This design comes from an exercise in tuning for small area, a short achievable clock period and few clock cycles on the open sky130 flow, not from production work. At most, simulation tests tie the RTL to the original design; equivalence was not proved. Power is estimated from default activity; no workload was simulated.

Design sdram_controller, start of the top module:
module sdram_controller (
        input   clk,
        input   rst,
        output  sdram_cle,
        output  sdram_cs,
        output  sdram_cas,
        output  sdram_ras,
        output  sdram_we,
        output  sdram_dqm,
        output  [1:0]  sdram_ba,
        output  [12:0] sdram_a,
        input   [31:0] sdram_dqi,
        output  [31:0] sdram_dqo,
        input   [22:0] user_addr,
        input   rw,                  
        input   [31:0] data_in,
        output  [31:0] data_out,
        output  busy,
        input   in_valid,
        output  out_valid
    );
==> module sdram_controller, before the edit <==
module sdram_controller (
        input   clk,
        input   rst,
        output  sdram_cle,
        output  sdram_cs,
        output  sdram_cas,
        output  sdram_ras,
        output  sdram_we,
        output  sdram_dqm,
        output  [1:0]  sdram_ba,
        output  [12:0] sdram_a,
        input   [31:0] sdram_dqi,
        output  [31:0] sdram_dqo,
        input   [22:0] user_addr,
        input   rw,                  
        input   [31:0] data_in,
        output  [31:0] data_out,
        output  busy,
        input   in_valid,
        output  out_valid
    );
    localparam [9:0] REF_ST = 10'd380;
    localparam [2:0] C_NOP = 3'b111,
                     C_RD  = 3'b101;
    reg  [2:0]  cmd_q;
    reg  [12:0] a_q;
    reg  [1:0]  ba_q;
    reg         req_valid;
    reg         req_rw;
    reg  [1:0]  req_b;
    reg  [5:0]  req_col;
    reg  [31:0] req_data;
    reg         req_hit;         
    reg  [12:0] row0, row1, row2, row3;
    reg  [3:0]  open;
    reg  [2:0]  v0, v1, v2, v3;
    reg         act_last;        
    reg  [1:0]  rd_v;            
    reg  [9:0]  rcnt;            
    reg         rp;              
    reg  [1:0]  rdp;             
    assign sdram_cle = 1'b1;
    assign sdram_cs  = 1'b0;
    assign sdram_ras = cmd_q[2];
    assign sdram_cas = cmd_q[1];
    assign sdram_we  = cmd_q[0];
    assign sdram_dqm = 1'b0;
    assign sdram_ba  = ba_q;
    assign sdram_a   = a_q;
    assign sdram_dqo = req_data;
    assign out_valid = rdp[1];
    assign data_out  = sdram_dqi;
    wire col_q  = cmd_q[2] & ~cmd_q[1];
    wire busy_w = req_valid & ~col_q;
    assign busy = busy_w;
    wire acc = in_valid & ~busy_w;
    wire [1:0]  in_b   = user_addr[9:8];
    wire [12:0] in_row = user_addr[22:10];
    wire [5:0]  in_col = user_addr[7:2];
    wire [3:0] zero  = {v3 == 3'd0, v2 == 3'd0, v1 == 3'd0, v0 == 3'd0};
    wire [3:0] colok = {v3 <= 3'd2, v2 <= 3'd2, v1 <= 3'd2, v0 <= 3'd2};
    wire [3:0] rmatch = {row3 == in_row, row2 == in_row, row1 == in_row, row0 == in_row};
    wire [3:0] in_sel = 4'b0001 << in_b;
    wire in_open  = open[in_b];
    wire in_zero  = zero[in_b];
    wire in_colok = colok[in_b];
    wire in_hit   = |(in_sel & open & rmatch);
    wire rdv0 = (rd_v == 2'd0);
    wire rq_open  = open[req_b];
    wire rq_zero  = zero[req_b];
    wire rq_colok = colok[req_b];
    wire b_col = busy_w & req_hit & rq_colok & (~req_rw | rdv0);
    wire b_pre = busy_w & ~req_hit & rq_open & rq_zero;
    wire b_act = busy_w & ~rq_open & rq_zero & ~act_last;
    wire b_any = b_col | b_pre | b_act;
    wire pe    = busy_w & ~b_any & in_valid & (in_b != req_b);
    wire y_act = pe & ~in_open & in_zero & ~act_last;
    wire a_act = ~in_open & in_zero & ~act_last;
    wire do_act_x = ~rp & (acc ? a_act : b_act);
    wire do_act   = ~rp & (acc ? a_act : (b_act | y_act));
    wire any_open   = |open;
    wire all_zero   = &zero;
    wire pre_ok_all = &(zero | ~open);
    wire do_preall  = rp & any_open & pre_ok_all;
    wire do_ref     = rp & ~any_open & all_zero;
    wire        sel_in = acc | ~b_any;
    wire [1:0]  t_b   = sel_in ? in_b   : req_b;
    wire [12:0] rq_row = (req_b == 2'd0) ? row0 : (req_b == 2'd1) ? row1 :
                         (req_b == 2'd2) ? row2 : row3;
    wire [12:0] t_row = sel_in ? in_row : rq_row;
    wire [5:0]  x_col = acc ? in_col : req_col;
    wire        x_rw  = acc ? rw : req_rw;
    wire        xv    = acc | busy_w;
    wire [3:0] tsel  = 4'b0001 << t_b;
    wire [3:0] act_k = {4{do_act}} & tsel;
    wire [12:0] a_d = do_act ? t_row : {2'b00, do_preall, 4'b0000, x_col};
    function [2:0] vnext;
        input [2:0] v;
        input act, pre, wr, rf;
        reg [2:0] dec;
        begin
            dec = (v == 3'd0) ? 3'd0 : v - 3'd1;
            if (act)
                vnext = 3'd4;
            else if (pre)
                vnext = 3'd2;
            else if (rf)
                vnext = 3'd6;
            else if (wr && dec == 3'd0)
                vnext = 3'd1;
            else
                vnext = dec;
        end
    endfunction
    wire [2:0]  n_cmd   [0:1];
    wire [3:0]  n_open  [0:1];
    wire [11:0] n_v     [0:1];
    wire [1:0]  n_rdv   [0:1];
    wire        n_rqhit [0:1];
    genvar h;
    generate
        for (h = 0; h < 2; h = h + 1) begin : hx
            wire hit = (h == 1);
            wire y_pre = pe & in_open & in_zero & ~hit;
            wire a_col = hit & in_colok & (~rw | rdv0);
            wire a_pre = ~hit & in_open & in_zero;
            wire do_col = ~rp & (acc ? a_col : b_col);
            wire do_pre = ~rp & (acc ? a_pre : (b_pre | y_pre));
            wire [3:0] pre_k = ({4{do_pre}} & tsel) | {4{do_preall}};
            wire [3:0] wr_k  = {4{do_col & x_rw}} & tsel;
            assign n_cmd[h] = {~(do_act | do_pre | do_preall | do_ref),
                               ~(do_col | do_ref),
                               ~((do_col & x_rw) | do_pre | do_preall)};
            assign n_open[h] = (open | act_k) & ~pre_k;
            assign n_v[h] = {vnext(v3, act_k[3], pre_k[3], wr_k[3], do_ref),
                             vnext(v2, act_k[2], pre_k[2], wr_k[2], do_ref),
                             vnext(v1, act_k[1], pre_k[1], wr_k[1], do_ref),
                             vnext(v0, act_k[0], pre_k[0], wr_k[0], do_ref)};
            assign n_rdv[h] = (do_col & ~x_rw) ? 2'd2 : rdv0 ? 2'd0 : rd_v - 2'd1;
            assign n_rqhit[h] = ((acc ? hit : req_hit) & ~do_preall) | do_act_x;
        end
    endgenerate
    wire hs = in_hit;
    wire [3:0] rq_sel = 4'b0001 << req_b;
    wire [3:0] row_en = in_sel & ({4{acc}} | (~open & ~({4{busy_w}} & rq_sel)));
    always @(posedge clk) begin
        if (rst) begin
            cmd_q <= C_NOP;
            req_valid <= 1'b0;
            open <= 4'd0;
            v0 <= 3'd0; v1 <= 3'd0; v2 <= 3'd0; v3 <= 3'd0;
            act_last <= 1'b0;
            rd_v <= 2'd0;
            rcnt <= 10'd1;
            rp <= 1'b0;
            rdp <= 2'd0;
        end else begin
            cmd_q <= n_cmd[hs];
            req_valid <= xv;
            open <= n_open[hs];
            {v3, v2, v1, v0} <= n_v[hs];
            act_last <= do_act;
            rd_v <= n_rdv[hs];
            rcnt <= do_ref ? 10'd1 : {rcnt[8:0], rcnt[9] ^ rcnt[6]};
            rp <= (rp & ~do_ref) | (rcnt == REF_ST);
            rdp <= {rdp[0], cmd_q == C_RD};
        end
        a_q <= a_d;
        ba_q <= t_b;
        req_hit <= n_rqhit[hs];
        if (acc) begin
            req_rw <= rw;
            req_b <= in_b;
            req_col <= in_col;
            req_data <= data_in;
        end
        if (row_en[0]) row0 <= in_row;
        if (row_en[1]) row1 <= in_row;
        if (row_en[2]) row2 <= in_row;
        if (row_en[3]) row3 <= in_row;
    end
endmodule
export LEC_CHECK = 0
export CAP_MARGIN = 20
export CORE_MARGIN = 2
export CORE_UTILIZATION = 60
export CTS_BUF_LIST = sky130_fd_sc_hd__clkbuf_4 sky130_fd_sc_hd__clkbuf_8
export CTS_CLUSTER_SIZE = 40
export SETUP_SLACK_MARGIN = 2.5
export SLEW_MARGIN = 20
create_clock -name core_clock -period 5.0 [get_ports {clk}]
standard.sh (not shown) runs the stock make flow with config.mk's settings and CLKGATE_MAP_FILE= SYNTH_SCRIPT=/design/flow/synth_recipe.tcl, a recipe that flattens the netlist after the stock synthesis.
==> flow/flow/run.sh <==
#!/bin/bash
# The standard layout (the standard.sh, all ORFS steps unchanged), except that the
# buffers ORFS puts on every input and output port are sky130_fd_sc_hd__buf_2 cells.
set -euo pipefail
export BUFFER_PORTS_ARGS="-buffer_cell sky130_fd_sc_hd__buf_2"
bash standard.sh > standard.log 2>&1
Rerun with:
--- a/flow/design.v
+++ b/flow/design.v
@@ -29,4 +29,5 @@
     reg         req_rw;
     reg  [1:0]  req_b;
+    reg  [12:0] req_row;
     reg  [5:0]  req_col;
     reg  [31:0] req_data;
@@ -86,7 +87,5 @@
     wire        sel_in = acc | ~b_any;
     wire [1:0]  t_b   = sel_in ? in_b   : req_b;
-    wire [12:0] rq_row = (req_b == 2'd0) ? row0 : (req_b == 2'd1) ? row1 :
-                         (req_b == 2'd2) ? row2 : row3;
-    wire [12:0] t_row = sel_in ? in_row : rq_row;
+    wire [12:0] t_row = sel_in ? in_row : req_row;
     wire [5:0]  x_col = acc ? in_col : req_col;
     wire        x_rw  = acc ? rw : req_rw;
@@ -142,6 +141,4 @@
     endgenerate
     wire hs = in_hit;
-    wire [3:0] rq_sel = 4'b0001 << req_b;
-    wire [3:0] row_en = in_sel & ({4{acc}} | (~open & ~({4{busy_w}} & rq_sel)));
     always @(posedge clk) begin
         if (rst) begin
@@ -172,11 +169,12 @@
             req_rw <= rw;
             req_b <= in_b;
+            req_row <= in_row;
             req_col <= in_col;
             req_data <= data_in;
         end
-        if (row_en[0]) row0 <= in_row;
-        if (row_en[1]) row1 <= in_row;
-        if (row_en[2]) row2 <= in_row;
-        if (row_en[3]) row3 <= in_row;
+        if (act_k[0]) row0 <= t_row;
+        if (act_k[1]) row1 <= t_row;
+        if (act_k[2]) row2 <= t_row;
+        if (act_k[3]) row3 <= t_row;
     end
 endmodule
After rerunning:
- total power grows by 14%
- global-route usage goes down by 3.0 points
- utilization rises by 0.26 points
- worst setup slack is better by 290 ps
- count of clock-buffer cells in the layout goes down by 4
- die area rose by 0.61%
- register-to-register slack gets better by 290 ps
- synthesized cell count drops by 8.5%
- sequential share of layout area grows by 4.4 points
- design area increases by 0.78%
- fmax increases by 11%
- wire length decreases by 6.6%
- worst hold slack gains 3.9 ps
- first-iteration DRC count came out lower by 29%
Testbench counts after the change, summed over its fixed seeds: cycles 76,097.
Only the layout flow was run in the first run of this note; the RTL was not checked for function there.

==> afterwards: timing with drivers on the ports <==
Ports are ideal in the flow. The routed layouts listed here were re-timed in OpenROAD.
Step 1 (the two cells are an assumption about what drives the block):
set clk [get_ports {clk}]
set_driving_cell -lib_cell sky130_fd_sc_hd__clkbuf_16 $clk
set_driving_cell -lib_cell sky130_fd_sc_hd__buf_2 [delete_from_list [all_inputs] $clk]
Step 2 times the ports against the registers' clock, not the clock port: input delays grow and output delays shrink by t, the midpoint of the rising clock arrivals with the driver on.
Three values: ideal ports, drivers, drivers and shift; two values: the first two.
run | t (ns) | setup slack, ns | clock arrival spread, ns | slew at the worst register clock pin (ns) | worst data-port slew with drivers (ns)
the first run | 0.489 | 2.171 / 2.171 / 1.796 | 0.010 / 0.010 | 0.08 / 0.08 | 0.16
the second run | 0.487 | 2.456 / 2.456 / 1.970 | 0.015 / 0.016 | 0.10 / 0.10 | 0.12
After both steps setup and hold are still met in every run listed. For the second run, which loses most, drivers alone change the setup slack by 0.000 ns; drivers and shift together by -0.486 ns.
